Context: an optimization exercise on an open-source flow, tuned for small area and a short achievable clock period. The choices shown serve that exercise and are no tape-out recipe. Only simulation tests tie the RTL to the original design; equivalence was not proved. Power and IR drop assume default switching activity.

==> flow/design.v <==
module mac5 #(parameter WIDTH=32)
   (input logic [(WIDTH/2)-1:0] a,
    input logic [(WIDTH/2)-1:0] b,
    input logic               clk, reset,
    output logic [WIDTH-1:0]  out);
   logic [15:0] ra;
   logic [7:0] bneg, bone, btwo;
   logic rb15;
   wire [16:0] bx = {b, 1'b0};
   logic f;
   logic q2_0_0;
   logic q2_1_0;
   logic q2_2_0;
   logic q2_3_0;
   logic q2_3_1;
   logic q2_3_2;
   logic q2_4_0;
   logic q2_4_1;
   logic q2_5_0;
   logic q2_5_1;
   logic q2_6_0;
   logic q2_6_1;
   logic q2_7_0;
   logic q2_7_1;
   logic q2_8_0;
   logic q2_8_1;
   logic q2_9_0;
   logic q2_9_1;
   logic q2_10_0;
   logic q2_10_1;
   logic q2_11_0;
   logic q2_11_1;
   logic q2_11_2;
   logic q2_11_3;
   logic q2_12_0;
   logic q2_12_1;
   logic q2_12_2;
   logic q2_13_0;
   logic q2_13_1;
   logic q2_13_2;
   logic q2_14_0;
   logic q2_14_1;
   logic q2_14_2;
   logic q2_15_0;
   logic q2_15_1;
   logic q2_15_2;
   logic q2_16_0;
   logic q2_16_1;
   logic q2_16_2;
   logic q2_16_3;
   logic q2_17_0;
   logic q2_17_1;
   logic q2_17_2;
   logic q2_17_3;
   logic q2_18_0;
   logic q2_18_1;
   logic q2_18_2;
   logic q2_18_3;
   logic q2_19_0;
   logic q2_19_1;
   logic q2_19_2;
   logic q2_19_3;
   logic q2_20_0;
   logic q2_20_1;
   logic q2_20_2;
   logic q2_20_3;
   logic q2_21_0;
   logic q2_21_1;
   logic q2_21_2;
   logic q2_21_3;
   logic q2_22_0;
   logic q2_22_1;
   logic q2_23_0;
   logic q2_23_1;
   logic q2_23_2;
   logic q2_24_0;
   logic q2_24_1;
   logic q2_24_2;
   logic q2_25_0;
   logic q2_25_1;
   logic q2_25_2;
   logic q2_26_0;
   logic q2_26_1;
   logic q2_26_2;
   logic q2_27_0;
   logic q2_27_1;
   logic q2_27_2;
   logic q2_28_0;
   logic q2_29_0;
   logic q2_29_1;
   logic q2_30_0;
   logic q2_30_1;
   logic q2_31_0;
   logic q2_31_1;
   wire p1 = ~(((bone[0] & ra[0])) ^ bneg[0]);
   wire p2 = ~(((bone[0] & ra[1]) | (btwo[0] & ra[0])) ^ bneg[0]);
   wire p3 = ~(((bone[0] & ra[2]) | (btwo[0] & ra[1])) ^ bneg[0]);
   wire p4 = ~(((bone[0] & ra[3]) | (btwo[0] & ra[2])) ^ bneg[0]);
   wire p5 = ~(((bone[0] & ra[4]) | (btwo[0] & ra[3])) ^ bneg[0]);
   wire p6 = ~(((bone[0] & ra[5]) | (btwo[0] & ra[4])) ^ bneg[0]);
   wire p7 = ~(((bone[0] & ra[6]) | (btwo[0] & ra[5])) ^ bneg[0]);
   wire p8 = ~(((bone[0] & ra[7]) | (btwo[0] & ra[6])) ^ bneg[0]);
   wire p9 = ~(((bone[0] & ra[8]) | (btwo[0] & ra[7])) ^ bneg[0]);
   wire p10 = ~(((bone[0] & ra[9]) | (btwo[0] & ra[8])) ^ bneg[0]);
   wire p11 = ~(((bone[0] & ra[10]) | (btwo[0] & ra[9])) ^ bneg[0]);
   wire p12 = ~(((bone[0] & ra[11]) | (btwo[0] & ra[10])) ^ bneg[0]);
   wire p13 = ~(((bone[0] & ra[12]) | (btwo[0] & ra[11])) ^ bneg[0]);
   wire p14 = ~(((bone[0] & ra[13]) | (btwo[0] & ra[12])) ^ bneg[0]);
   wire p15 = ~(((bone[0] & ra[14]) | (btwo[0] & ra[13])) ^ bneg[0]);
   wire p16 = ~(((bone[0] & ra[15]) | (btwo[0] & ra[14])) ^ bneg[0]);
   wire p17 = ~(((btwo[0] & ra[15])) ^ bneg[0]);
   wire p18 = ~bneg[0];
   wire p19 = bneg[0];
   wire p20 = ~(((bone[1] & ra[0])) ^ bneg[1]);
   wire p21 = ~(((bone[1] & ra[1]) | (btwo[1] & ra[0])) ^ bneg[1]);
   wire p22 = ~(((bone[1] & ra[2]) | (btwo[1] & ra[1])) ^ bneg[1]);
   wire p23 = ~(((bone[1] & ra[3]) | (btwo[1] & ra[2])) ^ bneg[1]);
   wire p24 = ~(((bone[1] & ra[4]) | (btwo[1] & ra[3])) ^ bneg[1]);
   wire p25 = ~(((bone[1] & ra[5]) | (btwo[1] & ra[4])) ^ bneg[1]);
   wire p26 = ~(((bone[1] & ra[6]) | (btwo[1] & ra[5])) ^ bneg[1]);
   wire p27 = ~(((bone[1] & ra[7]) | (btwo[1] & ra[6])) ^ bneg[1]);
   wire p28 = ~(((bone[1] & ra[8]) | (btwo[1] & ra[7])) ^ bneg[1]);
   wire p29 = ~(((bone[1] & ra[9]) | (btwo[1] & ra[8])) ^ bneg[1]);
   wire p30 = ~(((bone[1] & ra[10]) | (btwo[1] & ra[9])) ^ bneg[1]);
   wire p31 = ~(((bone[1] & ra[11]) | (btwo[1] & ra[10])) ^ bneg[1]);
   wire p32 = ~(((bone[1] & ra[12]) | (btwo[1] & ra[11])) ^ bneg[1]);
   wire p33 = ~(((bone[1] & ra[13]) | (btwo[1] & ra[12])) ^ bneg[1]);
   wire p34 = ~(((bone[1] & ra[14]) | (btwo[1] & ra[13])) ^ bneg[1]);
   wire p35 = ~(((bone[1] & ra[15]) | (btwo[1] & ra[14])) ^ bneg[1]);
   wire p36 = ~(((btwo[1] & ra[15])) ^ bneg[1]);
   wire p37 = ~bneg[1];
   wire p38 = bneg[1];
   wire p39 = ~(((bone[2] & ra[0])) ^ bneg[2]);
   wire p40 = ~(((bone[2] & ra[1]) | (btwo[2] & ra[0])) ^ bneg[2]);
   wire p41 = ~(((bone[2] & ra[2]) | (btwo[2] & ra[1])) ^ bneg[2]);
   wire p42 = ~(((bone[2] & ra[3]) | (btwo[2] & ra[2])) ^ bneg[2]);
   wire p43 = ~(((bone[2] & ra[4]) | (btwo[2] & ra[3])) ^ bneg[2]);
   wire p44 = ~(((bone[2] & ra[5]) | (btwo[2] & ra[4])) ^ bneg[2]);
   wire p45 = ~(((bone[2] & ra[6]) | (btwo[2] & ra[5])) ^ bneg[2]);
   wire p46 = ~(((bone[2] & ra[7]) | (btwo[2] & ra[6])) ^ bneg[2]);
   wire p47 = ~(((bone[2] & ra[8]) | (btwo[2] & ra[7])) ^ bneg[2]);
   wire p48 = ~(((bone[2] & ra[9]) | (btwo[2] & ra[8])) ^ bneg[2]);
   wire p49 = ~(((bone[2] & ra[10]) | (btwo[2] & ra[9])) ^ bneg[2]);
   wire p50 = ~(((bone[2] & ra[11]) | (btwo[2] & ra[10])) ^ bneg[2]);
   wire p51 = ~(((bone[2] & ra[12]) | (btwo[2] & ra[11])) ^ bneg[2]);
   wire p52 = ~(((bone[2] & ra[13]) | (btwo[2] & ra[12])) ^ bneg[2]);
   wire p53 = ~(((bone[2] & ra[14]) | (btwo[2] & ra[13])) ^ bneg[2]);
   wire p54 = ~(((bone[2] & ra[15]) | (btwo[2] & ra[14])) ^ bneg[2]);
   wire p55 = ~(((btwo[2] & ra[15])) ^ bneg[2]);
   wire p56 = ~bneg[2];
   wire p57 = bneg[2];
   wire p58 = ~(((bone[3] & ra[0])) ^ bneg[3]);
   wire p59 = ~(((bone[3] & ra[1]) | (btwo[3] & ra[0])) ^ bneg[3]);
   wire p60 = ~(((bone[3] & ra[2]) | (btwo[3] & ra[1])) ^ bneg[3]);
   wire p61 = ~(((bone[3] & ra[3]) | (btwo[3] & ra[2])) ^ bneg[3]);
   wire p62 = ~(((bone[3] & ra[4]) | (btwo[3] & ra[3])) ^ bneg[3]);
   wire p63 = ~(((bone[3] & ra[5]) | (btwo[3] & ra[4])) ^ bneg[3]);
   wire p64 = ~(((bone[3] & ra[6]) | (btwo[3] & ra[5])) ^ bneg[3]);
   wire p65 = ~(((bone[3] & ra[7]) | (btwo[3] & ra[6])) ^ bneg[3]);
   wire p66 = ~(((bone[3] & ra[8]) | (btwo[3] & ra[7])) ^ bneg[3]);
   wire p67 = ~(((bone[3] & ra[9]) | (btwo[3] & ra[8])) ^ bneg[3]);
   wire p68 = ~(((bone[3] & ra[10]) | (btwo[3] & ra[9])) ^ bneg[3]);
   wire p69 = ~(((bone[3] & ra[11]) | (btwo[3] & ra[10])) ^ bneg[3]);
   wire p70 = ~(((bone[3] & ra[12]) | (btwo[3] & ra[11])) ^ bneg[3]);
   wire p71 = ~(((bone[3] & ra[13]) | (btwo[3] & ra[12])) ^ bneg[3]);
   wire p72 = ~(((bone[3] & ra[14]) | (btwo[3] & ra[13])) ^ bneg[3]);
   wire p73 = ~(((bone[3] & ra[15]) | (btwo[3] & ra[14])) ^ bneg[3]);
   wire p74 = ~(((btwo[3] & ra[15])) ^ bneg[3]);
   wire p75 = ~bneg[3];
   wire p76 = bneg[3];
   wire p77 = ~(((bone[4] & ra[0])) ^ bneg[4]);
   wire p78 = ~(((bone[4] & ra[1]) | (btwo[4] & ra[0])) ^ bneg[4]);
   wire p79 = ~(((bone[4] & ra[2]) | (btwo[4] & ra[1])) ^ bneg[4]);
   wire p80 = ~(((bone[4] & ra[3]) | (btwo[4] & ra[2])) ^ bneg[4]);
   wire p81 = ~(((bone[4] & ra[4]) | (btwo[4] & ra[3])) ^ bneg[4]);
   wire p82 = ~(((bone[4] & ra[5]) | (btwo[4] & ra[4])) ^ bneg[4]);
   wire p83 = ~(((bone[4] & ra[6]) | (btwo[4] & ra[5])) ^ bneg[4]);
   wire p84 = ~(((bone[4] & ra[7]) | (btwo[4] & ra[6])) ^ bneg[4]);
   wire p85 = ~(((bone[4] & ra[8]) | (btwo[4] & ra[7])) ^ bneg[4]);
   wire p86 = ~(((bone[4] & ra[9]) | (btwo[4] & ra[8])) ^ bneg[4]);
   wire p87 = ~(((bone[4] & ra[10]) | (btwo[4] & ra[9])) ^ bneg[4]);
   wire p88 = ~(((bone[4] & ra[11]) | (btwo[4] & ra[10])) ^ bneg[4]);
   wire p89 = ~(((bone[4] & ra[12]) | (btwo[4] & ra[11])) ^ bneg[4]);
   wire p90 = ~(((bone[4] & ra[13]) | (btwo[4] & ra[12])) ^ bneg[4]);
   wire p91 = ~(((bone[4] & ra[14]) | (btwo[4] & ra[13])) ^ bneg[4]);
   wire p92 = ~(((bone[4] & ra[15]) | (btwo[4] & ra[14])) ^ bneg[4]);
   wire p93 = ~(((btwo[4] & ra[15])) ^ bneg[4]);
   wire p94 = ~bneg[4];
   wire p95 = bneg[4];
   wire p96 = ~(((bone[5] & ra[0])) ^ bneg[5]);
   wire p97 = ~(((bone[5] & ra[1]) | (btwo[5] & ra[0])) ^ bneg[5]);
   wire p98 = ~(((bone[5] & ra[2]) | (btwo[5] & ra[1])) ^ bneg[5]);
   wire p99 = ~(((bone[5] & ra[3]) | (btwo[5] & ra[2])) ^ bneg[5]);
   wire p100 = ~(((bone[5] & ra[4]) | (btwo[5] & ra[3])) ^ bneg[5]);
   wire p101 = ~(((bone[5] & ra[5]) | (btwo[5] & ra[4])) ^ bneg[5]);
   wire p102 = ~(((bone[5] & ra[6]) | (btwo[5] & ra[5])) ^ bneg[5]);
   wire p103 = ~(((bone[5] & ra[7]) | (btwo[5] & ra[6])) ^ bneg[5]);
   wire p104 = ~(((bone[5] & ra[8]) | (btwo[5] & ra[7])) ^ bneg[5]);
   wire p105 = ~(((bone[5] & ra[9]) | (btwo[5] & ra[8])) ^ bneg[5]);
   wire p106 = ~(((bone[5] & ra[10]) | (btwo[5] & ra[9])) ^ bneg[5]);
   wire p107 = ~(((bone[5] & ra[11]) | (btwo[5] & ra[10])) ^ bneg[5]);
   wire p108 = ~(((bone[5] & ra[12]) | (btwo[5] & ra[11])) ^ bneg[5]);
   wire p109 = ~(((bone[5] & ra[13]) | (btwo[5] & ra[12])) ^ bneg[5]);
   wire p110 = ~(((bone[5] & ra[14]) | (btwo[5] & ra[13])) ^ bneg[5]);
   wire p111 = ~(((bone[5] & ra[15]) | (btwo[5] & ra[14])) ^ bneg[5]);
   wire p112 = ~(((btwo[5] & ra[15])) ^ bneg[5]);
   wire p113 = ~bneg[5];
   wire p114 = bneg[5];
   wire p115 = ~(((bone[6] & ra[0])) ^ bneg[6]);
   wire p116 = ~(((bone[6] & ra[1]) | (btwo[6] & ra[0])) ^ bneg[6]);
   wire p117 = ~(((bone[6] & ra[2]) | (btwo[6] & ra[1])) ^ bneg[6]);
   wire p118 = ~(((bone[6] & ra[3]) | (btwo[6] & ra[2])) ^ bneg[6]);
   wire p119 = ~(((bone[6] & ra[4]) | (btwo[6] & ra[3])) ^ bneg[6]);
   wire p120 = ~(((bone[6] & ra[5]) | (btwo[6] & ra[4])) ^ bneg[6]);
   wire p121 = ~(((bone[6] & ra[6]) | (btwo[6] & ra[5])) ^ bneg[6]);
   wire p122 = ~(((bone[6] & ra[7]) | (btwo[6] & ra[6])) ^ bneg[6]);
   wire p123 = ~(((bone[6] & ra[8]) | (btwo[6] & ra[7])) ^ bneg[6]);
   wire p124 = ~(((bone[6] & ra[9]) | (btwo[6] & ra[8])) ^ bneg[6]);
   wire p125 = ~(((bone[6] & ra[10]) | (btwo[6] & ra[9])) ^ bneg[6]);
   wire p126 = ~(((bone[6] & ra[11]) | (btwo[6] & ra[10])) ^ bneg[6]);
   wire p127 = ~(((bone[6] & ra[12]) | (btwo[6] & ra[11])) ^ bneg[6]);
   wire p128 = ~(((bone[6] & ra[13]) | (btwo[6] & ra[12])) ^ bneg[6]);
   wire p129 = ~(((bone[6] & ra[14]) | (btwo[6] & ra[13])) ^ bneg[6]);
   wire p130 = ~(((bone[6] & ra[15]) | (btwo[6] & ra[14])) ^ bneg[6]);
   wire p131 = ~(((btwo[6] & ra[15])) ^ bneg[6]);
   wire p132 = ~bneg[6];
   wire p133 = bneg[6];
   wire p134 = ~(((bone[7] & ra[0])) ^ bneg[7]);
   wire p135 = ~(((bone[7] & ra[1]) | (btwo[7] & ra[0])) ^ bneg[7]);
   wire p136 = ~(((bone[7] & ra[2]) | (btwo[7] & ra[1])) ^ bneg[7]);
   wire p137 = ~(((bone[7] & ra[3]) | (btwo[7] & ra[2])) ^ bneg[7]);
   wire p138 = ~(((bone[7] & ra[4]) | (btwo[7] & ra[3])) ^ bneg[7]);
   wire p139 = ~(((bone[7] & ra[5]) | (btwo[7] & ra[4])) ^ bneg[7]);
   wire p140 = ~(((bone[7] & ra[6]) | (btwo[7] & ra[5])) ^ bneg[7]);
   wire p141 = ~(((bone[7] & ra[7]) | (btwo[7] & ra[6])) ^ bneg[7]);
   wire p142 = ~(((bone[7] & ra[8]) | (btwo[7] & ra[7])) ^ bneg[7]);
   wire p143 = ~(((bone[7] & ra[9]) | (btwo[7] & ra[8])) ^ bneg[7]);
   wire p144 = ~(((bone[7] & ra[10]) | (btwo[7] & ra[9])) ^ bneg[7]);
   wire p145 = ~(((bone[7] & ra[11]) | (btwo[7] & ra[10])) ^ bneg[7]);
   wire p146 = ~(((bone[7] & ra[12]) | (btwo[7] & ra[11])) ^ bneg[7]);
   wire p147 = ~(((bone[7] & ra[13]) | (btwo[7] & ra[12])) ^ bneg[7]);
   wire p148 = ~(((bone[7] & ra[14]) | (btwo[7] & ra[13])) ^ bneg[7]);
   wire p149 = ~(((bone[7] & ra[15]) | (btwo[7] & ra[14])) ^ bneg[7]);
   wire p150 = ~(((btwo[7] & ra[15])) ^ bneg[7]);
   wire p151 = ~bneg[7];
   wire p152 = bneg[7];
   wire p153 = ~(ra[0] & rb15);
   wire p154 = ~(ra[1] & rb15);
   wire p155 = ~(ra[2] & rb15);
   wire p156 = ~(ra[3] & rb15);
   wire p157 = ~(ra[4] & rb15);
   wire p158 = ~(ra[5] & rb15);
   wire p159 = ~(ra[6] & rb15);
   wire p160 = ~(ra[7] & rb15);
   wire p161 = ~(ra[8] & rb15);
   wire p162 = ~(ra[9] & rb15);
   wire p163 = ~(ra[10] & rb15);
   wire p164 = ~(ra[11] & rb15);
   wire p165 = ~(ra[12] & rb15);
   wire p166 = ~(ra[13] & rb15);
   wire p167 = ~(ra[14] & rb15);
   wire p168 = ~(ra[15] & rb15);
   wire p169 = ~(out[0] & f);
   wire p170 = ~(out[1] & f);
   wire p171 = ~(out[2] & f);
   wire p172 = ~(out[3] & f);
   wire p173 = ~(out[4] & f);
   wire p174 = ~(out[5] & f);
   wire p175 = ~(out[6] & f);
   wire p176 = ~(out[7] & f);
   wire p177 = ~(out[8] & f);
   wire p178 = ~(out[9] & f);
   wire p179 = ~(out[10] & f);
   wire p180 = ~(out[11] & f);
   wire p181 = ~(out[12] & f);
   wire p182 = ~(out[13] & f);
   wire p183 = ~(out[14] & f);
   wire p184 = ~(out[15] & f);
   wire p185 = ~(out[16] & f);
   wire p186 = ~(out[17] & f);
   wire p187 = ~(out[18] & f);
   wire p188 = ~(out[19] & f);
   wire p189 = ~(out[20] & f);
   wire p190 = ~(out[21] & f);
   wire p191 = ~(out[22] & f);
   wire p192 = ~(out[23] & f);
   wire p193 = ~(out[24] & f);
   wire p194 = ~(out[25] & f);
   wire p195 = ~(out[26] & f);
   wire p196 = ~(out[27] & f);
   wire p197 = ~(out[28] & f);
   wire p198 = ~(out[29] & f);
   wire p199 = ~(out[30] & f);
   wire p200 = ~(out[31] & f);
   wire p201 = ~p19;
   wire p202 = ~p36;
   wire p203 = ~p55;
   wire p204 = ~p74;
   wire p205 = ~p93;
   wire p206 = ~p112;
   wire p207 = ~p131;
   wire p208 = ~p150;
   wire s209, c210;
   mac5_fa u_s209 (.a(p18), .b(p169), .c(p1), .s(s209), .co(c210));
   wire s211, c212;
   mac5_fa u_s211 (.a(p37), .b(p171), .c(p3), .s(s211), .co(c212));
   wire s213, c214;
   mac5_fa u_s213 (.a(p172), .b(p4), .c(p21), .s(s213), .co(c214));
   wire s215, c216;
   mac5_fa u_s215 (.a(p56), .b(p173), .c(p5), .s(s215), .co(c216));
   wire s217, c218;
   mac5_fa u_s217 (.a(p174), .b(p6), .c(p23), .s(s217), .co(c218));
   wire s219, c220;
   mac5_fa u_s219 (.a(p75), .b(p175), .c(p7), .s(s219), .co(c220));
   wire s221, c222;
   mac5_fa u_s221 (.a(p24), .b(p41), .c(p58), .s(s221), .co(c222));
   wire s223, c224;
   mac5_fa u_s223 (.a(p176), .b(p8), .c(p25), .s(s223), .co(c224));
   wire s225, c226;
   mac5_fa u_s225 (.a(p94), .b(p177), .c(p9), .s(s225), .co(c226));
   wire s227, c228;
   mac5_fa u_s227 (.a(p26), .b(p43), .c(p60), .s(s227), .co(c228));
   wire s229, c230;
   mac5_fa u_s229 (.a(p178), .b(p10), .c(p27), .s(s229), .co(c230));
   wire s231, c232;
   mac5_fa u_s231 (.a(p44), .b(p61), .c(p78), .s(s231), .co(c232));
   wire s233, c234;
   mac5_fa u_s233 (.a(p113), .b(p179), .c(p11), .s(s233), .co(c234));
   wire s235, c236;
   mac5_fa u_s235 (.a(p28), .b(p45), .c(p62), .s(s235), .co(c236));
   wire s237, c238;
   mac5_fa u_s237 (.a(p180), .b(p12), .c(p29), .s(s237), .co(c238));
   wire s239, c240;
   mac5_fa u_s239 (.a(p46), .b(p63), .c(p80), .s(s239), .co(c240));
   wire s241, c242;
   mac5_fa u_s241 (.a(p132), .b(p181), .c(p13), .s(s241), .co(c242));
   wire s243, c244;
   mac5_fa u_s243 (.a(p30), .b(p47), .c(p64), .s(s243), .co(c244));
   wire s245, c246;
   mac5_fa u_s245 (.a(p81), .b(p98), .c(p115), .s(s245), .co(c246));
   wire s247, c248;
   mac5_fa u_s247 (.a(p182), .b(p14), .c(p31), .s(s247), .co(c248));
   wire s249, c250;
   mac5_fa u_s249 (.a(p48), .b(p65), .c(p82), .s(s249), .co(c250));
   wire s251, c252;
   mac5_fa u_s251 (.a(p151), .b(p183), .c(p15), .s(s251), .co(c252));
   wire s253, c254;
   mac5_fa u_s253 (.a(p32), .b(p49), .c(p66), .s(s253), .co(c254));
   wire s255, c256;
   mac5_fa u_s255 (.a(p83), .b(p100), .c(p117), .s(s255), .co(c256));
   wire s257, c258;
   mac5_fa u_s257 (.a(p184), .b(p16), .c(p33), .s(s257), .co(c258));
   wire s259, c260;
   mac5_fa u_s259 (.a(p50), .b(p67), .c(p84), .s(s259), .co(c260));
   wire s261, c262;
   mac5_fa u_s261 (.a(p101), .b(p118), .c(p135), .s(s261), .co(c262));
   wire s263, c264;
   mac5_fa u_s263 (.a(p153), .b(p185), .c(p17), .s(s263), .co(c264));
   wire s265, c266;
   mac5_fa u_s265 (.a(p34), .b(p51), .c(p68), .s(s265), .co(c266));
   wire s267, c268;
   mac5_fa u_s267 (.a(p85), .b(p102), .c(p119), .s(s267), .co(c268));
   wire s269, c270;
   mac5_fa u_s269 (.a(p201), .b(p154), .c(p186), .s(s269), .co(c270));
   wire s271, c272;
   mac5_fa u_s271 (.a(p35), .b(p52), .c(p69), .s(s271), .co(c272));
   wire s273, c274;
   mac5_fa u_s273 (.a(p86), .b(p103), .c(p120), .s(s273), .co(c274));
   wire s275, c276;
   mac5_fa u_s275 (.a(p155), .b(p187), .c(p19), .s(s275), .co(c276));
   wire s277, c278;
   mac5_fa u_s277 (.a(p202), .b(p53), .c(p70), .s(s277), .co(c278));
   wire s279, c280;
   mac5_fa u_s279 (.a(p87), .b(p104), .c(p121), .s(s279), .co(c280));
   wire s281, c282;
   mac5_fa u_s281 (.a(p38), .b(p156), .c(p188), .s(s281), .co(c282));
   wire s283, c284;
   mac5_fa u_s283 (.a(p54), .b(p71), .c(p88), .s(s283), .co(c284));
   wire s285, c286;
   mac5_fa u_s285 (.a(p105), .b(p122), .c(p139), .s(s285), .co(c286));
   wire s287, c288;
   mac5_fa u_s287 (.a(p157), .b(p189), .c(p203), .s(s287), .co(c288));
   wire s289, c290;
   mac5_fa u_s289 (.a(p72), .b(p89), .c(p106), .s(s289), .co(c290));
   wire s291, c292;
   mac5_fa u_s291 (.a(p57), .b(p158), .c(p190), .s(s291), .co(c292));
   wire s293, c294;
   mac5_fa u_s293 (.a(p73), .b(p90), .c(p107), .s(s293), .co(c294));
   wire s295, c296;
   mac5_fa u_s295 (.a(p124), .b(p141), .c(p55), .s(s295), .co(c296));
   wire s297, c298;
   mac5_fa u_s297 (.a(p159), .b(p191), .c(p204), .s(s297), .co(c298));
   wire s299, c300;
   mac5_fa u_s299 (.a(p91), .b(p108), .c(p125), .s(s299), .co(c300));
   wire s301, c302;
   mac5_fa u_s301 (.a(p76), .b(p160), .c(p192), .s(s301), .co(c302));
   wire s303, c304;
   mac5_fa u_s303 (.a(p92), .b(p109), .c(p126), .s(s303), .co(c304));
   wire s305, c306;
   mac5_fa u_s305 (.a(p161), .b(p193), .c(p205), .s(s305), .co(c306));
   wire s307, c308;
   mac5_fa u_s307 (.a(p110), .b(p127), .c(p144), .s(s307), .co(c308));
   wire s309, c310;
   mac5_fa u_s309 (.a(p95), .b(p162), .c(p194), .s(s309), .co(c310));
   wire s311, c312;
   mac5_fa u_s311 (.a(p111), .b(p128), .c(p145), .s(s311), .co(c312));
   wire s313, c314;
   mac5_fa u_s313 (.a(p163), .b(p195), .c(p206), .s(s313), .co(c314));
   wire s315, c316;
   mac5_fa u_s315 (.a(p114), .b(p164), .c(p196), .s(s315), .co(c316));
   wire s317, c318;
   mac5_fa u_s317 (.a(p130), .b(p147), .c(p112), .s(s317), .co(c318));
   wire s319, c320;
   mac5_fa u_s319 (.a(p165), .b(p197), .c(p207), .s(s319), .co(c320));
   wire s321, c322;
   mac5_fa u_s321 (.a(p133), .b(p166), .c(p198), .s(s321), .co(c322));
   wire s323, c324;
   mac5_fa u_s323 (.a(p167), .b(p199), .c(p208), .s(s323), .co(c324));
   wire s325, c326;
   mac5_fa u_s325 (.a(p152), .b(p168), .c(p200), .s(s325), .co(c326));
   wire s327, c328;
   mac5_fa u_s327 (.a(p170), .b(p2), .c(c210), .s(s327), .co(c328));
   wire s329, c330;
   mac5_fa u_s329 (.a(p22), .b(p39), .c(c214), .s(s329), .co(c330));
   wire s331, c332;
   mac5_fa u_s331 (.a(p40), .b(c216), .c(s217), .s(s331), .co(c332));
   wire s333, c334;
   mac5_fa u_s333 (.a(c218), .b(s219), .c(s221), .s(s333), .co(c334));
   wire s335, c336;
   mac5_fa u_s335 (.a(p42), .b(p59), .c(c220), .s(s335), .co(c336));
   wire s337, c338;
   mac5_fa u_s337 (.a(p77), .b(c224), .c(s225), .s(s337), .co(c338));
   wire s339, c340;
   mac5_fa u_s339 (.a(c226), .b(c228), .c(s229), .s(s339), .co(c340));
   wire s341, c342;
   mac5_fa u_s341 (.a(p79), .b(p96), .c(c230), .s(s341), .co(c342));
   wire s343, c344;
   mac5_fa u_s343 (.a(c232), .b(s233), .c(s235), .s(s343), .co(c344));
   wire s345, c346;
   mac5_fa u_s345 (.a(p97), .b(c234), .c(c236), .s(s345), .co(c346));
   wire s347, c348;
   mac5_fa u_s347 (.a(c238), .b(c240), .c(s241), .s(s347), .co(c348));
   wire s349, c350;
   mac5_fa u_s349 (.a(p99), .b(p116), .c(c242), .s(s349), .co(c350));
   wire s351, c352;
   mac5_fa u_s351 (.a(c244), .b(c246), .c(s247), .s(s351), .co(c352));
   wire s353, c354;
   mac5_fa u_s353 (.a(p134), .b(c248), .c(c250), .s(s353), .co(c354));
   wire s355, c356;
   mac5_fa u_s355 (.a(s251), .b(s253), .c(s255), .s(s355), .co(c356));
   wire s357, c358;
   mac5_fa u_s357 (.a(c252), .b(c254), .c(c256), .s(s357), .co(c358));
   wire s359, c360;
   mac5_fa u_s359 (.a(s257), .b(s259), .c(s261), .s(s359), .co(c360));
   wire s361, c362;
   mac5_fa u_s361 (.a(p136), .b(c258), .c(c260), .s(s361), .co(c362));
   wire s363, c364;
   mac5_fa u_s363 (.a(c262), .b(s263), .c(s265), .s(s363), .co(c364));
   wire s365, c366;
   mac5_fa u_s365 (.a(p137), .b(s269), .c(c264), .s(s365), .co(c366));
   wire s367, c368;
   mac5_fa u_s367 (.a(c266), .b(c268), .c(s271), .s(s367), .co(c368));
   wire s369, c370;
   mac5_fa u_s369 (.a(c270), .b(p138), .c(s275), .s(s369), .co(c370));
   wire s371, c372;
   mac5_fa u_s371 (.a(c272), .b(c274), .c(s277), .s(s371), .co(c372));
   wire s373, c374;
   mac5_fa u_s373 (.a(c276), .b(p36), .c(s281), .s(s373), .co(c374));
   wire s375, c376;
   mac5_fa u_s375 (.a(c278), .b(c280), .c(s283), .s(s375), .co(c376));
   wire s377, c378;
   mac5_fa u_s377 (.a(c282), .b(p123), .c(p140), .s(s377), .co(c378));
   wire s379, c380;
   mac5_fa u_s379 (.a(c284), .b(c286), .c(s287), .s(s379), .co(c380));
   wire s381, c382;
   mac5_fa u_s381 (.a(s291), .b(c288), .c(c290), .s(s381), .co(c382));
   wire s383, c384;
   mac5_fa u_s383 (.a(c292), .b(p142), .c(c294), .s(s383), .co(c384));
   wire s385, c386;
   mac5_fa u_s385 (.a(c296), .b(s297), .c(s299), .s(s385), .co(c386));
   wire s387, c388;
   mac5_fa u_s387 (.a(p143), .b(p74), .c(s301), .s(s387), .co(c388));
   wire s389, c390;
   mac5_fa u_s389 (.a(c298), .b(c300), .c(s303), .s(s389), .co(c390));
   wire s391, c392;
   mac5_fa u_s391 (.a(c302), .b(c304), .c(s305), .s(s391), .co(c392));
   wire s393, c394;
   mac5_fa u_s393 (.a(p93), .b(s309), .c(c306), .s(s393), .co(c394));
   wire s395, c396;
   mac5_fa u_s395 (.a(c310), .b(p129), .c(p146), .s(s395), .co(c396));
   wire s397, c398;
   mac5_fa u_s397 (.a(s315), .b(c314), .c(s317), .s(s397), .co(c398));
   wire s399, c400;
   mac5_fa u_s399 (.a(c316), .b(p148), .c(c318), .s(s399), .co(c400));
   wire s401, c402;
   mac5_fa u_s401 (.a(p149), .b(p131), .c(s321), .s(s401), .co(c402));
   wire s403, c404;
   mac5_fa u_s403 (.a(p150), .b(s325), .c(c324), .s(s403), .co(c404));
   wire s405, c406;
   mac5_fa u_s405 (.a(p20), .b(s211), .c(c328), .s(s405), .co(c406));
   wire s407, c408;
   mac5_fa u_s407 (.a(c222), .b(s223), .c(s335), .s(s407), .co(c408));
   wire s409, c410;
   mac5_fa u_s409 (.a(s227), .b(c336), .c(s337), .s(s409), .co(c410));
   wire s411, c412;
   mac5_fa u_s411 (.a(s231), .b(c338), .c(s339), .s(s411), .co(c412));
   wire s413, c414;
   mac5_fa u_s413 (.a(s341), .b(c340), .c(s343), .s(s413), .co(c414));
   wire s415, c416;
   mac5_fa u_s415 (.a(s237), .b(s239), .c(c342), .s(s415), .co(c416));
   wire s417, c418;
   mac5_fa u_s417 (.a(s243), .b(s245), .c(c346), .s(s417), .co(c418));
   wire s419, c420;
   mac5_fa u_s419 (.a(s249), .b(s349), .c(c348), .s(s419), .co(c420));
   wire s421, c422;
   mac5_fa u_s421 (.a(c350), .b(s353), .c(c352), .s(s421), .co(c422));
   wire s423, c424;
   mac5_fa u_s423 (.a(c354), .b(s357), .c(c356), .s(s423), .co(c424));
   wire s425, c426;
   mac5_fa u_s425 (.a(s267), .b(c358), .c(s361), .s(s425), .co(c426));
   wire s427, c428;
   mac5_fa u_s427 (.a(s273), .b(c362), .c(s365), .s(s427), .co(c428));
   wire s429, c430;
   mac5_fa u_s429 (.a(s279), .b(s369), .c(c366), .s(s429), .co(c430));
   wire s431, c432;
   mac5_fa u_s431 (.a(c370), .b(s285), .c(s373), .s(s431), .co(c432));
   wire s433, c434;
   mac5_fa u_s433 (.a(c374), .b(s377), .c(s289), .s(s433), .co(c434));
   wire s435, c436;
   mac5_fa u_s435 (.a(c378), .b(s293), .c(s295), .s(s435), .co(c436));
   wire s437, c438;
   mac5_fa u_s437 (.a(c382), .b(s383), .c(s385), .s(s437), .co(c438));
   wire s439, c440;
   mac5_fa u_s439 (.a(s387), .b(c384), .c(c386), .s(s439), .co(c440));
   wire s441, c442;
   mac5_fa u_s441 (.a(c388), .b(s307), .c(c390), .s(s441), .co(c442));
   wire s443, c444;
   mac5_fa u_s443 (.a(c308), .b(s311), .c(s393), .s(s443), .co(c444));
   wire s445, c446;
   mac5_fa u_s445 (.a(c312), .b(s395), .c(s313), .s(s445), .co(c446));
   wire s447, c448;
   mac5_fa u_s447 (.a(s319), .b(s399), .c(c398), .s(s447), .co(c448));
   wire s449, c450;
   mac5_fa u_s449 (.a(c320), .b(s401), .c(c400), .s(s449), .co(c450));
   wire s451, c452;
   mac5_fa u_s451 (.a(c322), .b(c402), .c(s323), .s(s451), .co(c452));
   wire s453, c454;
   mac5_fa u_s453 (.a(1'b1), .b(q2_11_0), .c(q2_11_1), .s(s453), .co(c454));
   wire s455, c456;
   mac5_fa u_s455 (.a(1'b1), .b(q2_12_0), .c(q2_12_1), .s(s455), .co(c456));
   wire s457, c458;
   mac5_fa u_s457 (.a(1'b1), .b(q2_13_0), .c(q2_13_1), .s(s457), .co(c458));
   wire s459, c460;
   mac5_fa u_s459 (.a(1'b1), .b(q2_14_0), .c(q2_14_1), .s(s459), .co(c460));
   wire s461, c462;
   mac5_fa u_s461 (.a(1'b1), .b(q2_15_0), .c(q2_15_1), .s(s461), .co(c462));
   wire s463, c464;
   mac5_fa u_s463 (.a(q2_16_0), .b(q2_16_1), .c(q2_16_2), .s(s463), .co(c464));
   wire s465, c466;
   mac5_fa u_s465 (.a(q2_17_0), .b(q2_17_1), .c(q2_17_2), .s(s465), .co(c466));
   wire s467, c468;
   mac5_fa u_s467 (.a(q2_18_0), .b(q2_18_1), .c(q2_18_2), .s(s467), .co(c468));
   wire s469, c470;
   mac5_fa u_s469 (.a(q2_19_0), .b(q2_19_1), .c(q2_19_2), .s(s469), .co(c470));
   wire s471, c472;
   mac5_fa u_s471 (.a(q2_20_0), .b(q2_20_1), .c(q2_20_2), .s(s471), .co(c472));
   wire s473, c474;
   mac5_fa u_s473 (.a(q2_21_0), .b(q2_21_1), .c(q2_21_2), .s(s473), .co(c474));
   wire s475, c476;
   mac5_fa u_s475 (.a(1'b1), .b(q2_3_0), .c(q2_3_1), .s(s475), .co(c476));
   wire s477, c478;
   mac5_fa u_s477 (.a(1'b1), .b(q2_4_0), .c(q2_4_1), .s(s477), .co(c478));
   wire s479, c480;
   mac5_fa u_s479 (.a(1'b1), .b(q2_5_0), .c(q2_5_1), .s(s479), .co(c480));
   wire s481, c482;
   mac5_fa u_s481 (.a(1'b1), .b(q2_6_0), .c(q2_6_1), .s(s481), .co(c482));
   wire s483, c484;
   mac5_fa u_s483 (.a(1'b1), .b(q2_7_0), .c(q2_7_1), .s(s483), .co(c484));
   wire s485, c486;
   mac5_fa u_s485 (.a(1'b1), .b(q2_8_0), .c(q2_8_1), .s(s485), .co(c486));
   wire s487, c488;
   mac5_fa u_s487 (.a(1'b1), .b(q2_9_0), .c(q2_9_1), .s(s487), .co(c488));
   wire s489, c490;
   mac5_fa u_s489 (.a(1'b1), .b(q2_10_0), .c(q2_10_1), .s(s489), .co(c490));
   wire s491, c492;
   mac5_fa u_s491 (.a(q2_11_2), .b(q2_11_3), .c(s453), .s(s491), .co(c492));
   wire s493, c494;
   mac5_fa u_s493 (.a(q2_12_2), .b(c454), .c(s455), .s(s493), .co(c494));
   wire s495, c496;
   mac5_fa u_s495 (.a(q2_13_2), .b(c456), .c(s457), .s(s495), .co(c496));
   wire s497, c498;
   mac5_fa u_s497 (.a(q2_14_2), .b(c458), .c(s459), .s(s497), .co(c498));
   wire s499, c500;
   mac5_fa u_s499 (.a(q2_15_2), .b(c460), .c(s461), .s(s499), .co(c500));
   wire s501, c502;
   mac5_fa u_s501 (.a(q2_16_3), .b(c462), .c(s463), .s(s501), .co(c502));
   wire s503, c504;
   mac5_fa u_s503 (.a(q2_17_3), .b(c464), .c(s465), .s(s503), .co(c504));
   wire s505, c506;
   mac5_fa u_s505 (.a(q2_18_3), .b(c466), .c(s467), .s(s505), .co(c506));
   wire s507, c508;
   mac5_fa u_s507 (.a(q2_19_3), .b(c468), .c(s469), .s(s507), .co(c508));
   wire s509, c510;
   mac5_fa u_s509 (.a(q2_20_3), .b(c470), .c(s471), .s(s509), .co(c510));
   wire s511, c512;
   mac5_fa u_s511 (.a(q2_21_3), .b(c472), .c(s473), .s(s511), .co(c512));
   wire s513, c514;
   mac5_fa u_s513 (.a(q2_22_0), .b(q2_22_1), .c(c474), .s(s513), .co(c514));
   wire s515, c516;
   mac5_fa u_s515 (.a(q2_23_0), .b(q2_23_1), .c(q2_23_2), .s(s515), .co(c516));
   wire s517, c518;
   mac5_fa u_s517 (.a(q2_24_0), .b(q2_24_1), .c(q2_24_2), .s(s517), .co(c518));
   wire s519, c520;
   mac5_fa u_s519 (.a(q2_25_0), .b(q2_25_1), .c(q2_25_2), .s(s519), .co(c520));
   wire s521, c522;
   mac5_fa u_s521 (.a(q2_26_0), .b(q2_26_1), .c(q2_26_2), .s(s521), .co(c522));
   wire s523, c524;
   mac5_fa u_s523 (.a(q2_27_0), .b(q2_27_1), .c(q2_27_2), .s(s523), .co(c524));
   wire [31:0] sx = {q2_31_0, q2_30_0, q2_29_0, q2_28_0, s523, s521, s519, s517, s515, s513, s511, s509, s507, s505, s503, s501, s499, s497, s495, s493, s491, s489, s487, s485, s483, s481, s479, s477, s475, q2_2_0, q2_1_0, q2_0_0};
   wire [31:0] sy = {q2_31_1, q2_30_1, q2_29_1, c524, c522, c520, c518, c516, c514, c512, c510, c508, c506, c504, c502, c500, c498, c496, c494, c492, c490, c488, c486, c484, c482, c480, c478, c476, q2_3_2, 1'b1, 1'b1, 1'b1};
   wire [31:0] sp = sx ^ sy, sg = sx & sy;
   wire lG1 = sg[0] | (sp[0] & 1'b1);
   wire lG2 = sg[2] | (sp[2] & sg[1]);
   wire lP2 = sp[2] & sp[1];
   wire lG3 = sg[4] | (sp[4] & sg[3]);
   wire lP3 = sp[4] & sp[3];
   wire lG4 = sg[6] | (sp[6] & sg[5]);
   wire lP4 = sp[6] & sp[5];
   wire lG5 = sg[1] | (sp[1] & lG1);
   wire lG6 = lG2 | (lP2 & lG1);
   wire lG7 = sg[5] | (sp[5] & lG3);
   wire lP7 = sp[5] & lP3;
   wire lG8 = lG4 | (lP4 & lG3);
   wire lP8 = lP4 & lP3;
   wire lG9 = sg[3] | (sp[3] & lG6);
   wire lG10 = lG3 | (lP3 & lG6);
   wire lG11 = lG7 | (lP7 & lG6);
   wire lG12 = lG8 | (lP8 & lG6);
   wire lG13 = sg[7] | (sp[7] & lG12);
   logic q3_lo0;
   logic q3_lo1;
   logic q3_lo2;
   logic q3_lo3;
   logic q3_lo4;
   logic q3_lo5;
   logic q3_lo6;
   logic q3_lo7;
   logic q3_ck;
   logic [31:8] q3_p, q3_g;
   wire hG1 = q3_g[8] | (q3_p[8] & q3_ck);
   wire hG2 = q3_g[10] | (q3_p[10] & q3_g[9]);
   wire hP2 = q3_p[10] & q3_p[9];
   wire hG3 = q3_g[12] | (q3_p[12] & q3_g[11]);
   wire hP3 = q3_p[12] & q3_p[11];
   wire hG4 = q3_g[14] | (q3_p[14] & q3_g[13]);
   wire hP4 = q3_p[14] & q3_p[13];
   wire hG5 = q3_g[16] | (q3_p[16] & q3_g[15]);
   wire hP5 = q3_p[16] & q3_p[15];
   wire hG6 = q3_g[18] | (q3_p[18] & q3_g[17]);
   wire hP6 = q3_p[18] & q3_p[17];
   wire hG7 = q3_g[20] | (q3_p[20] & q3_g[19]);
   wire hP7 = q3_p[20] & q3_p[19];
   wire hG8 = q3_g[22] | (q3_p[22] & q3_g[21]);
   wire hP8 = q3_p[22] & q3_p[21];
   wire hG9 = q3_g[24] | (q3_p[24] & q3_g[23]);
   wire hP9 = q3_p[24] & q3_p[23];
   wire hG10 = q3_g[26] | (q3_p[26] & q3_g[25]);
   wire hP10 = q3_p[26] & q3_p[25];
   wire hG11 = q3_g[28] | (q3_p[28] & q3_g[27]);
   wire hP11 = q3_p[28] & q3_p[27];
   wire hG12 = q3_g[30] | (q3_p[30] & q3_g[29]);
   wire hP12 = q3_p[30] & q3_p[29];
   wire hG13 = q3_g[9] | (q3_p[9] & hG1);
   wire hG14 = hG2 | (hP2 & hG1);
   wire hG15 = q3_g[13] | (q3_p[13] & hG3);
   wire hP15 = q3_p[13] & hP3;
   wire hG16 = hG4 | (hP4 & hG3);
   wire hP16 = hP4 & hP3;
   wire hG17 = q3_g[17] | (q3_p[17] & hG5);
   wire hP17 = q3_p[17] & hP5;
   wire hG18 = hG6 | (hP6 & hG5);
   wire hP18 = hP6 & hP5;
   wire hG19 = q3_g[21] | (q3_p[21] & hG7);
   wire hP19 = q3_p[21] & hP7;
   wire hG20 = hG8 | (hP8 & hG7);
   wire hP20 = hP8 & hP7;
   wire hG21 = q3_g[25] | (q3_p[25] & hG9);
   wire hP21 = q3_p[25] & hP9;
   wire hG22 = hG10 | (hP10 & hG9);
   wire hP22 = hP10 & hP9;
   wire hG23 = q3_g[29] | (q3_p[29] & hG11);
   wire hP23 = q3_p[29] & hP11;
   wire hG24 = hG12 | (hP12 & hG11);
   wire hP24 = hP12 & hP11;
   wire hG25 = q3_g[11] | (q3_p[11] & hG14);
   wire hG26 = hG3 | (hP3 & hG14);
   wire hG27 = hG15 | (hP15 & hG14);
   wire hG28 = hG16 | (hP16 & hG14);
   wire hG29 = q3_g[19] | (q3_p[19] & hG18);
   wire hP29 = q3_p[19] & hP18;
   wire hG30 = hG7 | (hP7 & hG18);
   wire hP30 = hP7 & hP18;
   wire hG31 = hG19 | (hP19 & hG18);
   wire hP31 = hP19 & hP18;
   wire hG32 = hG20 | (hP20 & hG18);
   wire hP32 = hP20 & hP18;
   wire hG33 = q3_g[27] | (q3_p[27] & hG22);
   wire hP33 = q3_p[27] & hP22;
   wire hG34 = hG11 | (hP11 & hG22);
   wire hP34 = hP11 & hP22;
   wire hG35 = hG23 | (hP23 & hG22);
   wire hP35 = hP23 & hP22;
   wire hG36 = hG24 | (hP24 & hG22);
   wire hP36 = hP24 & hP22;
   wire hG37 = q3_g[15] | (q3_p[15] & hG28);
   wire hG38 = hG5 | (hP5 & hG28);
   wire hG39 = hG17 | (hP17 & hG28);
   wire hG40 = hG18 | (hP18 & hG28);
   wire hG41 = hG29 | (hP29 & hG28);
   wire hG42 = hG30 | (hP30 & hG28);
   wire hG43 = hG31 | (hP31 & hG28);
   wire hG44 = hG32 | (hP32 & hG28);
   wire hG45 = q3_g[31] | (q3_p[31] & hG36);
   wire hP45 = q3_p[31] & hP36;
   wire hG46 = q3_g[23] | (q3_p[23] & hG44);
   wire hG47 = hG9 | (hP9 & hG44);
   wire hG48 = hG21 | (hP21 & hG44);
   wire hG49 = hG22 | (hP22 & hG44);
   wire hG50 = hG33 | (hP33 & hG44);
   wire hG51 = hG34 | (hP34 & hG44);
   wire hG52 = hG35 | (hP35 & hG44);
   wire hG53 = hG36 | (hP36 & hG44);
   wire hG54 = hG45 | (hP45 & hG44);
   wire [31:0] nsum = {~(q3_p[31] ^ hG53), ~(q3_p[30] ^ hG52), ~(q3_p[29] ^ hG51), ~(q3_p[28] ^ hG50), ~(q3_p[27] ^ hG49), ~(q3_p[26] ^ hG48), ~(q3_p[25] ^ hG47), ~(q3_p[24] ^ hG46), ~(q3_p[23] ^ hG44), ~(q3_p[22] ^ hG43), ~(q3_p[21] ^ hG42), ~(q3_p[20] ^ hG41), ~(q3_p[19] ^ hG40), ~(q3_p[18] ^ hG39), ~(q3_p[17] ^ hG38), ~(q3_p[16] ^ hG37), ~(q3_p[15] ^ hG28), ~(q3_p[14] ^ hG27), ~(q3_p[13] ^ hG26), ~(q3_p[12] ^ hG25), ~(q3_p[11] ^ hG14), ~(q3_p[10] ^ hG13), ~(q3_p[9] ^ hG1), ~(q3_p[8] ^ q3_ck), q3_lo7, q3_lo6, q3_lo5, q3_lo4, q3_lo3, q3_lo2, q3_lo1, q3_lo0};
   always @(posedge clk) begin
      q3_lo0 <= ~(sp[0] ^ 1'b1);
      q3_lo1 <= ~(sp[1] ^ lG1);
      q3_lo2 <= ~(sp[2] ^ lG5);
      q3_lo3 <= ~(sp[3] ^ lG6);
      q3_lo4 <= ~(sp[4] ^ lG9);
      q3_lo5 <= ~(sp[5] ^ lG10);
      q3_lo6 <= ~(sp[6] ^ lG11);
      q3_lo7 <= ~(sp[7] ^ lG12);
      q3_ck <= lG13;
      q3_p <= sp[31:8];
      q3_g <= sg[31:8];
   end
   always @(posedge clk or negedge reset)
     if (!reset) f <= 1'b0;
     else f <= 1'b1;
   always @(posedge clk) begin
      ra <= a;
      bneg[0] <= bx[2];
      bone[0] <= bx[1] ^ bx[0];
      btwo[0] <= (bx[2] & ~bx[1] & ~bx[0]) | (~bx[2] & bx[1] & bx[0]);
      bneg[1] <= bx[4];
      bone[1] <= bx[3] ^ bx[2];
      btwo[1] <= (bx[4] & ~bx[3] & ~bx[2]) | (~bx[4] & bx[3] & bx[2]);
      bneg[2] <= bx[6];
      bone[2] <= bx[5] ^ bx[4];
      btwo[2] <= (bx[6] & ~bx[5] & ~bx[4]) | (~bx[6] & bx[5] & bx[4]);
      bneg[3] <= bx[8];
      bone[3] <= bx[7] ^ bx[6];
      btwo[3] <= (bx[8] & ~bx[7] & ~bx[6]) | (~bx[8] & bx[7] & bx[6]);
      bneg[4] <= bx[10];
      bone[4] <= bx[9] ^ bx[8];
      btwo[4] <= (bx[10] & ~bx[9] & ~bx[8]) | (~bx[10] & bx[9] & bx[8]);
      bneg[5] <= bx[12];
      bone[5] <= bx[11] ^ bx[10];
      btwo[5] <= (bx[12] & ~bx[11] & ~bx[10]) | (~bx[12] & bx[11] & bx[10]);
      bneg[6] <= bx[14];
      bone[6] <= bx[13] ^ bx[12];
      btwo[6] <= (bx[14] & ~bx[13] & ~bx[12]) | (~bx[14] & bx[13] & bx[12]);
      bneg[7] <= bx[16];
      bone[7] <= bx[15] ^ bx[14];
      btwo[7] <= (bx[16] & ~bx[15] & ~bx[14]) | (~bx[16] & bx[15] & bx[14]);
      rb15 <= b[15];
      q2_0_0 <= s209;
      q2_1_0 <= s327;
      q2_2_0 <= s405;
      q2_3_0 <= c212;
      q2_3_1 <= s213;
      q2_3_2 <= c406;
      q2_4_0 <= s215;
      q2_4_1 <= s329;
      q2_5_0 <= c330;
      q2_5_1 <= s331;
      q2_6_0 <= c332;
      q2_6_1 <= s333;
      q2_7_0 <= s407;
      q2_7_1 <= c334;
      q2_8_0 <= s409;
      q2_8_1 <= c408;
      q2_9_0 <= s411;
      q2_9_1 <= c410;
      q2_10_0 <= s413;
      q2_10_1 <= c412;
      q2_11_0 <= s415;
      q2_11_1 <= s345;
      q2_11_2 <= c344;
      q2_11_3 <= c414;
      q2_12_0 <= s417;
      q2_12_1 <= s347;
      q2_12_2 <= c416;
      q2_13_0 <= s419;
      q2_13_1 <= s351;
      q2_13_2 <= c418;
      q2_14_0 <= s421;
      q2_14_1 <= s355;
      q2_14_2 <= c420;
      q2_15_0 <= s423;
      q2_15_1 <= s359;
      q2_15_2 <= c422;
      q2_16_0 <= s425;
      q2_16_1 <= c360;
      q2_16_2 <= s363;
      q2_16_3 <= c424;
      q2_17_0 <= s427;
      q2_17_1 <= c364;
      q2_17_2 <= s367;
      q2_17_3 <= c426;
      q2_18_0 <= s429;
      q2_18_1 <= c368;
      q2_18_2 <= s371;
      q2_18_3 <= c428;
      q2_19_0 <= s431;
      q2_19_1 <= c372;
      q2_19_2 <= s375;
      q2_19_3 <= c430;
      q2_20_0 <= s433;
      q2_20_1 <= c376;
      q2_20_2 <= s379;
      q2_20_3 <= c432;
      q2_21_0 <= s435;
      q2_21_1 <= s381;
      q2_21_2 <= c380;
      q2_21_3 <= c434;
      q2_22_0 <= s437;
      q2_22_1 <= c436;
      q2_23_0 <= s439;
      q2_23_1 <= s389;
      q2_23_2 <= c438;
      q2_24_0 <= s441;
      q2_24_1 <= s391;
      q2_24_2 <= c440;
      q2_25_0 <= s443;
      q2_25_1 <= c392;
      q2_25_2 <= c442;
      q2_26_0 <= s445;
      q2_26_1 <= c394;
      q2_26_2 <= c444;
      q2_27_0 <= c396;
      q2_27_1 <= s397;
      q2_27_2 <= c446;
      q2_28_0 <= s447;
      q2_29_0 <= s449;
      q2_29_1 <= c448;
      q2_30_0 <= s451;
      q2_30_1 <= c450;
      q2_31_0 <= s403;
      q2_31_1 <= c452;
      out <= nsum;
   end
endmodule
module mac5_fa (input logic a, b, c, output logic s, co);
   assign s = a ^ b ^ c;
   assign co = (a & b) | (a & c) | (b & c);
endmodule
==> flow/flow/run.sh <==
#!/bin/bash
# Standard layout, with port buffers of a plain buffer cell, sizing not held to
# the cells' footprints, and a clock tree without dummy loads.
bash standard.sh MATCH_CELL_FOOTPRINT=0 \
  BUFFER_PORTS_ARGS="-buffer_cell sky130_fd_sc_hd__buf_1" \
  CTS_ARGS="-sink_clustering_enable -repair_clock_nets -dont_use_dummy_load -sink_clustering_size 24 -sink_clustering_max_diameter 50 -root_buf sky130_fd_sc_hd__clkbuf_16 -buf_list sky130_fd_sc_hd__clkbuf_8" \
  finish > standard.log 2>&1
==> flow/standard.sh <==
#!/bin/bash
# synth_recipe.tcl (not shown) runs the flow's synth.tcl, then flattens the netlist and writes it again
# the make line also repeats each setting of config.mk as NAME=value (left out here)
make -C /OpenROAD-flow-scripts/flow DESIGN_CONFIG=/design/flow/config.mk WORK_HOME=/design/flow/orfs CLKGATE_MAP_FILE= SYNTH_SCRIPT=/design/flow/synth_recipe.tcl "${@:-finish}"
==> flow/config.mk <==
export PLATFORM = sky130hd
export DESIGN_NAME = mac5
export DESIGN_NICKNAME = mac5
export VERILOG_FILES = /design/flow/design.v
export SDC_FILE = /design/flow/constraint.sdc
export NUM_CORES = 4
export LEC_CHECK = 0
export ABC_CLOCK_PERIOD_IN_PS = 1000
export CAP_MARGIN = 20
export CORE_MARGIN = 2
export CORE_UTILIZATION = 40
export SETUP_SLACK_MARGIN = 4.5
export SLEW_MARGIN = 20
export SYNTH_HIERARCHICAL = 1
export SYNTH_MINIMUM_KEEP_SIZE = 0
==> flow/constraint.sdc <==
create_clock -name core_clock -period 7.0 [get_ports {clk}]
set_input_delay 1.4000 -clock core_clock [delete_from_list [all_inputs] [get_ports {clk}]]
set_output_delay 1.4000 -clock core_clock [all_outputs]
set_load 0.01 [all_outputs]
==> notes.md, run 1 <==
outcome=complete, no violations; Final Cell Area=0.0126 mm2; largest family of logic cells by synthesized area=adder cells; via count of the first global-routing pass=approximately 7,500; final hold slack=0.324 ns; DP Wirelength=18,200 um; Final Hold Viols=0; Initial Utilization=0.403; Synth Area per Inst=11.9 um2; layout cells sized above 1=0.0941; fin. max-slew vios=0; first-pass GRT wire length=41,800 um; pin count of the biggest net entering global routing=33; PortBufs=65; post-synth cell types=47; Seq/Total Area, Yosys=0.371; Area contributors post-synth=dfxtp_1 37%, fa_1 28%, xnor2_1 11%, a22oi_1 7.8%, ha_1 3.6%; simple-gate share of the synthesized area=0.0509; worst slew pin tran=0.599 ns; final worst-path cycle share=0.357; CTS tree=done; Setup crit start kind=flop; RSZ-0062 raised after global routing=yes; synthesized area=0.0115 mm2; PnR worst setup slack=about 4.5 ns; CTS Sinks=213; # IOs=66; Seq cells post-synth=213; FP Rows=62; post-synthesis mux area share=0.00185; slew margin rel.=0.599; clock root cell=clkbuf_16; top-area cell type share of the netlist area=0.369; post-layout min period=roughly 2.5 ns; Clock transition at path regs=0.09 ns; Post-Layout Cell Count=1,383; leakage power=around 4.7 nW; WP data required=between 7 and 8 ns; Synth Area in Adders=0.313; post-DR wirelength/cell=18.8 um; Residual DRC=0; final WL=26,000 um; CP Max Fanout=3; # nets final=1,227; maxcap violations=0; gpl congestion=0.876; Critical Path End Type=flop; ys async rst share=0.00469; TritonCTS Buffers=24; setup TNS=0 ns; Via density=between 5 and 6; power per cell area=417 mW/mm2; number of synthesized flops with an enable pin=0; slowest CP cell=fa_1; commonest non-fill, non-tap cell in the layout=dfxtp_1; # diodes=0; kind of critical path=reg2reg; max incr delay on CP=0.56 ns; Tot GR Track Use=0.178; Post-Synthesis Cells=about 970; peak supply drop=0.180 mV; Starting DRT DRC Count=585; Post-DP Area=0.0120 mm2; cells along the critical path=fa_1 -> inv_2 -> ha_4 -> o21a_1 -> o21a_1 -> o21ai_2 -> nand2b_1 -> fa_1 -> inv_1; Die Width=174 um; area delta synth->final=9.76%; Fmax=about 0.40 GHz; synth warn=7; DIE HEIGHT=174 um; largest area contributor in the netlist=dfxtp_1; commonest cells after routing, fill and taps aside=172 x dfxtp_1, 159 x fa_1, 143 x xnor2_1; clock network latency to the later pin of the worst-skew pair=0.50 ns; Hold Buf Count CTS=0; total grt overflow=0; drt pass-1 iters=5; DP Worst Slack=3.85 ns; Synth Area in Compound Gates=0.106; Synth Flop Type=dfxtp_1; Core Region=between 0.02 and 0.03 mm2; clock skew=0.0612 ns; critical path arrival=between 2 and 3 ns; H-tree depth=1; Via Count=7,132; Placed Cells=1,353; worst-case clock buffer depth=3; worst min path class=reg2reg; Antenna Violating Nets Remaining=0; Synth Area in XOR/XNOR=0.123; final-report setup violation count=0; initial antenna violation count=0; die area=0.0301 mm2
## final timing paths
kind | startpoint | endpoint | slack (ns) | depth (start not counted)
worst max-delay path | q2_3_0 | q3_lo7 | 4.50 | 9
worst min-delay path | q3_lo5 | out[5] | 0.32 | 0
worst max register to register | q2_3_0 | q3_lo7 | 4.50 | 9
worst min register to register | q3_lo5 | out[5] | 0.32 | 0
max in group asynchronous | reset | f | 6.25 | 1
min in group asynchronous | reset | f | 0.65 | 1
## sequential cells by signal, summed over array words and instances (netlist names), 8 cells and up
signal	count
q3_g	23
out	32
q3_p	24
bone	8
bneg	8
btwo	8
ra	16
## per-module statistics from Yosys, one instance, submodules excluded
module / cell area, um2 / cells inside
mac5: 8340 / 808
mac5_fa: 20.0 / 1
## area by class of cell
| class | instances | area (um2) |
|---|---|---|
| clock buffers | 24 | 364 |
| fillers | 2792 | 15900 |
| inverters | 29 | 129 |
| multi-input cells | 660 | 6900 |
| flip-flops and latches | 213 | 4400 |
| well taps | 384 | 480 |
| repair buffers | 73 | 355 |
## cell families after synthesis
group / Yosys count
AOI/OAI and AO/OA: 166
xor gates and xnor gates: 161
adders and majority gates: 192
buffers and inverters: 106
DFF: 213
muxes: 2
other: 1
and+or+nand+nor: 125
## where the power goes
group	internal (mW)	switching [mW]
logic	1.11	1.20
clock network	0.343	0.401
registers	1.83	0.379
## metrics by stage
step	util	power (mW)
floorplan	-	3.80
CTS	0.437	5.32
global placement	0.420	4.47
finish	0.442	5.26
detailed placement	0.420	4.55
global route	0.442	5.87
## Yosys cell counts, types with 7 or more instances
master      n
nand2_1    69
a21oi_1    11
dfxtp_1   212
a22oi_1   120
inv_1      21
buf_1       8
xnor2_1   143
fa_1      159
o21ai_0     9
ha_1       33
clkbuf_1   68
nand2b_1   13
xor2_1     18
nand3b_1    7
nor2_1     14
inv_2       8
## repair_timing
action	4_1_cts	5_1_grt
pin swaps	0	4
setup endpoints to repair	56	23
resized for setup	68	28
buffers inserted	0	6
## critical path: cells and delay by family (launching register included)
kind            cells  cell delay [ns]
flops               1             0.33
buf+inv             2             0.09
fa+ha+maj           3             1.25
simple gates        1             0.09
compound gates      3             0.61
## per-layer routing
layer / track usage / routed length, um
met1: 0.243 / 11100
met2: 0.286 / 12300
met3: 0.0287 / 1640
met4: 0.0662 / 998
met5: 0 / 0
==> run 2, diff against run 1 <==
==> flow/flow/run.sh (replaced) <==
#!/bin/bash
# Standard layout, with port buffers of a plain buffer cell, sizing not held to
# the cells' footprints, and a clock tree without dummy loads.
bash standard.sh MATCH_CELL_FOOTPRINT=0 \
  BUFFER_PORTS_ARGS="-buffer_cell sky130_fd_sc_hd__buf_1" \
  CTS_ARGS="-sink_clustering_enable -repair_clock_nets -dont_use_dummy_load -sink_clustering_size 30 -sink_clustering_max_diameter 60 -root_buf sky130_fd_sc_hd__clkbuf_16 -buf_list {sky130_fd_sc_hd__clkbuf_4 sky130_fd_sc_hd__clkbuf_8 sky130_fd_sc_hd__clkbuf_16}" \
  finish > standard.log 2>&1
==> run 2 against run 1 <==
Global-route usage increased by 0.12 points. Maximum frequency increased by 2.6%. Core utilization increased by 0.39 points. Sequential power about the same. Area after synthesis unchanged. Clock power increased by 16%. Cell count decreased by 0.22%. Largest cell class unchanged.
==> notes.md, run 2 <==
maxcap violations=0 (unchanged); TritonCTS Buffers=18 (-25%); peak supply drop=0.191 mV (+5.8%); worst hold stages=0 (unchanged); RSZ-0062 raised after global routing=yes; FP Rows=62 (unchanged); Seq cells post-synth=213 (unchanged); PortBufs=65 (unchanged); number of synthesized flops with an enable pin=0 (unchanged); Buffers & Inverters on Critical Path=2 (unchanged); WP data required=7.39 ns (about the same); Clock transition at path regs=0.07 ns (-0.02 ns); post-synth cell types=47 (unchanged); CP Max Fanout=3 (unchanged); leakage power=4.77 nW (+1.0%); sw power=1.99 mW (+0.62%); cells along the critical path=fa_1 -> inv_2 -> ha_4 -> o21a_1 -> o21a_1 -> o21ai_2 -> nand2b_1 -> fa_1 -> inv_1; worst slew pin tran=0.603 ns (+0.00417 ns); # diodes=0 (unchanged); CTS Sinks=213 (unchanged); gpl congestion=0.876 (unchanged); post-DR wirelength/cell=18.9 um (+0.64%); layout cells sized above 1=0.0873 (-0.00674); area occupied by multi-input gates=0.00690 mm2 (about the same); FF-to-FF path depth=9 (unchanged); area delta synth->final=10.7%; Final Hold Viols=0 (unchanged); largest area contributor in the netlist=dfxtp_1; Fmax=0.411 GHz (+2.6%); Via density=5.14 (-0.36%); commonest cells after routing, fill and taps aside=176 x dfxtp_1, 159 x fa_1, 143 x xnor2_1; Critical Path End Type=flop; Fill cells=2,764 (-1.0%); pin count of the biggest net entering global routing=33 (unchanged); DRT met1 WL=11,000 um (-1.3%); # IOs=66 (unchanged); Post-Synthesis Cells=966 (unchanged); kind of critical path=reg2reg; via count of the first global-routing pass=7,475 (-0.47%); first-pass GRT wire length=42,000 um (+0.48%); Commonest cells post-synth=212 x dfxtp_1, 159 x fa_1, 143 x xnor2_1, 120 x a22oi_1, 69 x nand2_1; final worst-path cycle share=0.348 (-0.00894); Via Count=7,091 (-0.57%); Antenna Violating Nets Remaining=0 (unchanged); Area contributors post-synth=dfxtp_1 37%, fa_1 28%, xnor2_1 11%, a22oi_1 7.8%, ha_1 3.6%; CTS tree=done; Synth Area per Inst=11.9 um2 (unchanged); slew margin rel.=0.596 (-0.00279); total grt overflow=0 (unchanged); Seq/Total Area, Yosys=0.371 (unchanged); routed wl met3=1790 um (+9.7%); critical path arrival=2.82 ns (-0.06 ns); max reg flops=32 (unchanged); # nets final=1,224 (-0.24%); DR top layer=met4; WL met2=12,300 um (+0.24%); worst min path class=reg2reg; power per cell area=423 mW/mm2 (+1.6%); fin. max-slew vios=0 (unchanged); DIE HEIGHT=174 um (unchanged); final WL=26,100 um (+0.42%); top-area cell type share of the netlist area=0.369 (unchanged); post-layout min period=2.43 ns (-0.0626 ns); Core Util, Final=0.446 (+0.00386); Core Region=0.0285 mm2 (unchanged); Synth Flop Type=dfxtp_1; Pint=3.40 mW (+3.5%); ys async rst share=0.00469 (unchanged); Die Width=174 um (unchanged); synthesized area=0.0115 mm2 (unchanged); die area=0.0301 mm2 (unchanged); Starting DRT DRC Count=575 (-1.7%); Residual DRC=0 (unchanged); Sw Share=0.370 (-0.00672); Worst path depth=9 (unchanged); Flop pwr share=0.410 (-0.009); max incr delay on CP=0.56 ns (about the same); worst-case clock buffer depth=3 (unchanged); clock skew=0.0592 ns (-0.00197 ns); H-tree depth=1 (unchanged); outcome=complete, no violations; Reg with most FFs=out; final-report setup violation count=0 (unchanged); slowest CP cell=fa_1; Comb pwr share=0.431 (-0.008); area occupied by registers=0.00438 mm2 (-0.28%); DP Wirelength=18,200 um (unchanged); clock root cell=clkbuf_16; Worst R2R Setup Slack=4.57 ns (+0.06 ns); clock network latency to the later pin of the worst-skew pair=0.51 ns (about the same); setup TNS=0 ns (unchanged); initial antenna violation count=0 (unchanged); Tot GR Track Use=0.179 (+0.00119); Clk pwr share=0.160 (+0.019); Setup crit start kind=flop; most numerous cell in the Yosys netlist=dfxtp_1; drt pass-1 iters=6 (+1); CP top delay family=adder cells; synth warn=7 (unchanged); Initial Utilization=0.403 (unchanged); commonest non-fill, non-tap cell in the layout=dfxtp_1; biggest registers after layout=out (32), q3_p (24), q3_g (23)
==> run 2: per-stage QoR <==
| stage | instances | hold WS (ns) | power (mW) | setup slack, ns | instance area [um2] |
|---|---|---|---|---|---|
| after floorplan | 979 | 0.310 | 3.80 | 4.50 | 11600 |
| after global placement | 1353 | 0.311 | 4.47 | 3.94 | 12000 |
| after detailed placement | 1353 | 0.313 | 4.55 | 3.85 | 12000 |
| after CTS | 1371 | 0.327 | 5.45 | 4.49 | 12500 |
| after global routing | 1380 | 0.328 | 5.99 | 4.45 | 12700 |
| final | 1380 | 0.326 | 5.39 | 4.57 | 12700 |
==> run 2: power by group through the flow <==
stage	Sequential [mW]	Clock [mW]	Combinational [mW]
4_1_cts	2.22	0.889	2.34
5_1_grt	2.27	0.937	2.78
2_1_floorplan	2.13	0	1.67
3_5_place_dp	2.23	0	2.32
3_3_place_gp	2.23	0	2.24
6_report	2.21	0.860	2.32
==> run 2: per-module statistics from Yosys (local to each module, per instance) <==
module   copies in the design  flops+latches  cells  area, um2
mac5_fa                   158              0      1       20.0
mac5                        1            213    808       8340
==> run 2: cells by family (layout without fill, tap and decap cells) <==
kind of cell / count (synthesis) / count (layout) / synth area share
buffers and inverters: 106 / 123 / 0.0347
XOR/XNOR: 161 / 161 / 0.123
flip-flops: 213 / 213 / 0.371
AO/OA/AOI/OAI: 166 / 166 / 0.106
other: 1 / 14 / 0.000326
AND/OR/NAND/NOR: 125 / 125 / 0.0509
adder cells (fa/ha/maj): 192 / 192 / 0.313
multiplexers: 2 / 2 / 0.00185
==> run 2: worst paths after layout <==
path	startpoint	endpoint
max in group asynchronous	reset	f
setup / recovery	q2_3_0	q3_lo7
hold / removal	q3_lo5	out[5]
setup reg to reg	q2_3_0	q3_lo7
min in group asynchronous	reset	f
hold reg to reg	q3_lo5	out[5]
==> run 2: timing repair <==
item / 4_1_cts / 5_1_grt
cloned: 0 / 0
hold buffers: 0 / 0
gates resized for setup: 53 / 36
endpoints found under the hold margin: 0 / 0
setup endpoints to repair: 56 / 24
pin swaps: 0 / 4
buffers inserted: 0 / 9
==> run 2: area by class of cell <==
| type | instances | share of cell area |
|---|---|---|
| well taps | 384 | 0.0377 |
| multi-input cells | 660 | 0.542 |
| inverters | 29 | 0.0101 |
| clock buffers | 18 | 0.0354 |
| repair buffers | 76 | 0.0306 |
| flip-flops and latches | 213 | 0.344 |
==> run 2: routing by layer <==
| metal | vias to the layer above | GRT usage |
|---|---|---|
| met2 | 265 | 0.287 |
| met4 | 0 | 0.0655 |
| met5 | - | 0 |
| met3 | 51 | 0.0300 |
| li1 | 3218 | - |
| met1 | 3557 | 0.245 |

[re-timing with driven ports]
The results above use ideal ports. As a check the final layouts listed here were re-extracted and re-timed, cells and wires unchanged. Step 1 sets driving cells, clkbuf_16 on the clock port and buf_2 on the other inputs (assumed; they add their load-dependent delay and slew). Step 2, shift: input delay + t, output delay - t, t = (earliest + latest rising clock arrival at the registers) / 2. This alone moves slack from input paths to output paths. Three values: ideal, step 1, step 2; two values: the first two.
| run | t, ns | setup slack, ns | latest minus earliest clock arrival (ns) | slew at the worst register clock pin (ns) | cell pins on the clock port's net |
|---|---|---|---|---|---|
| run 1 | 0.516 | 4.504 / 4.504 / 4.504 | 0.062 / 0.062 | 0.11 / 0.11 | 1 |
| run 2 | 0.530 | 4.567 / 4.516 / 4.567 | 0.059 / 0.059 | 0.09 / 0.09 | 1 |
After both steps setup and hold are still met in every run listed.
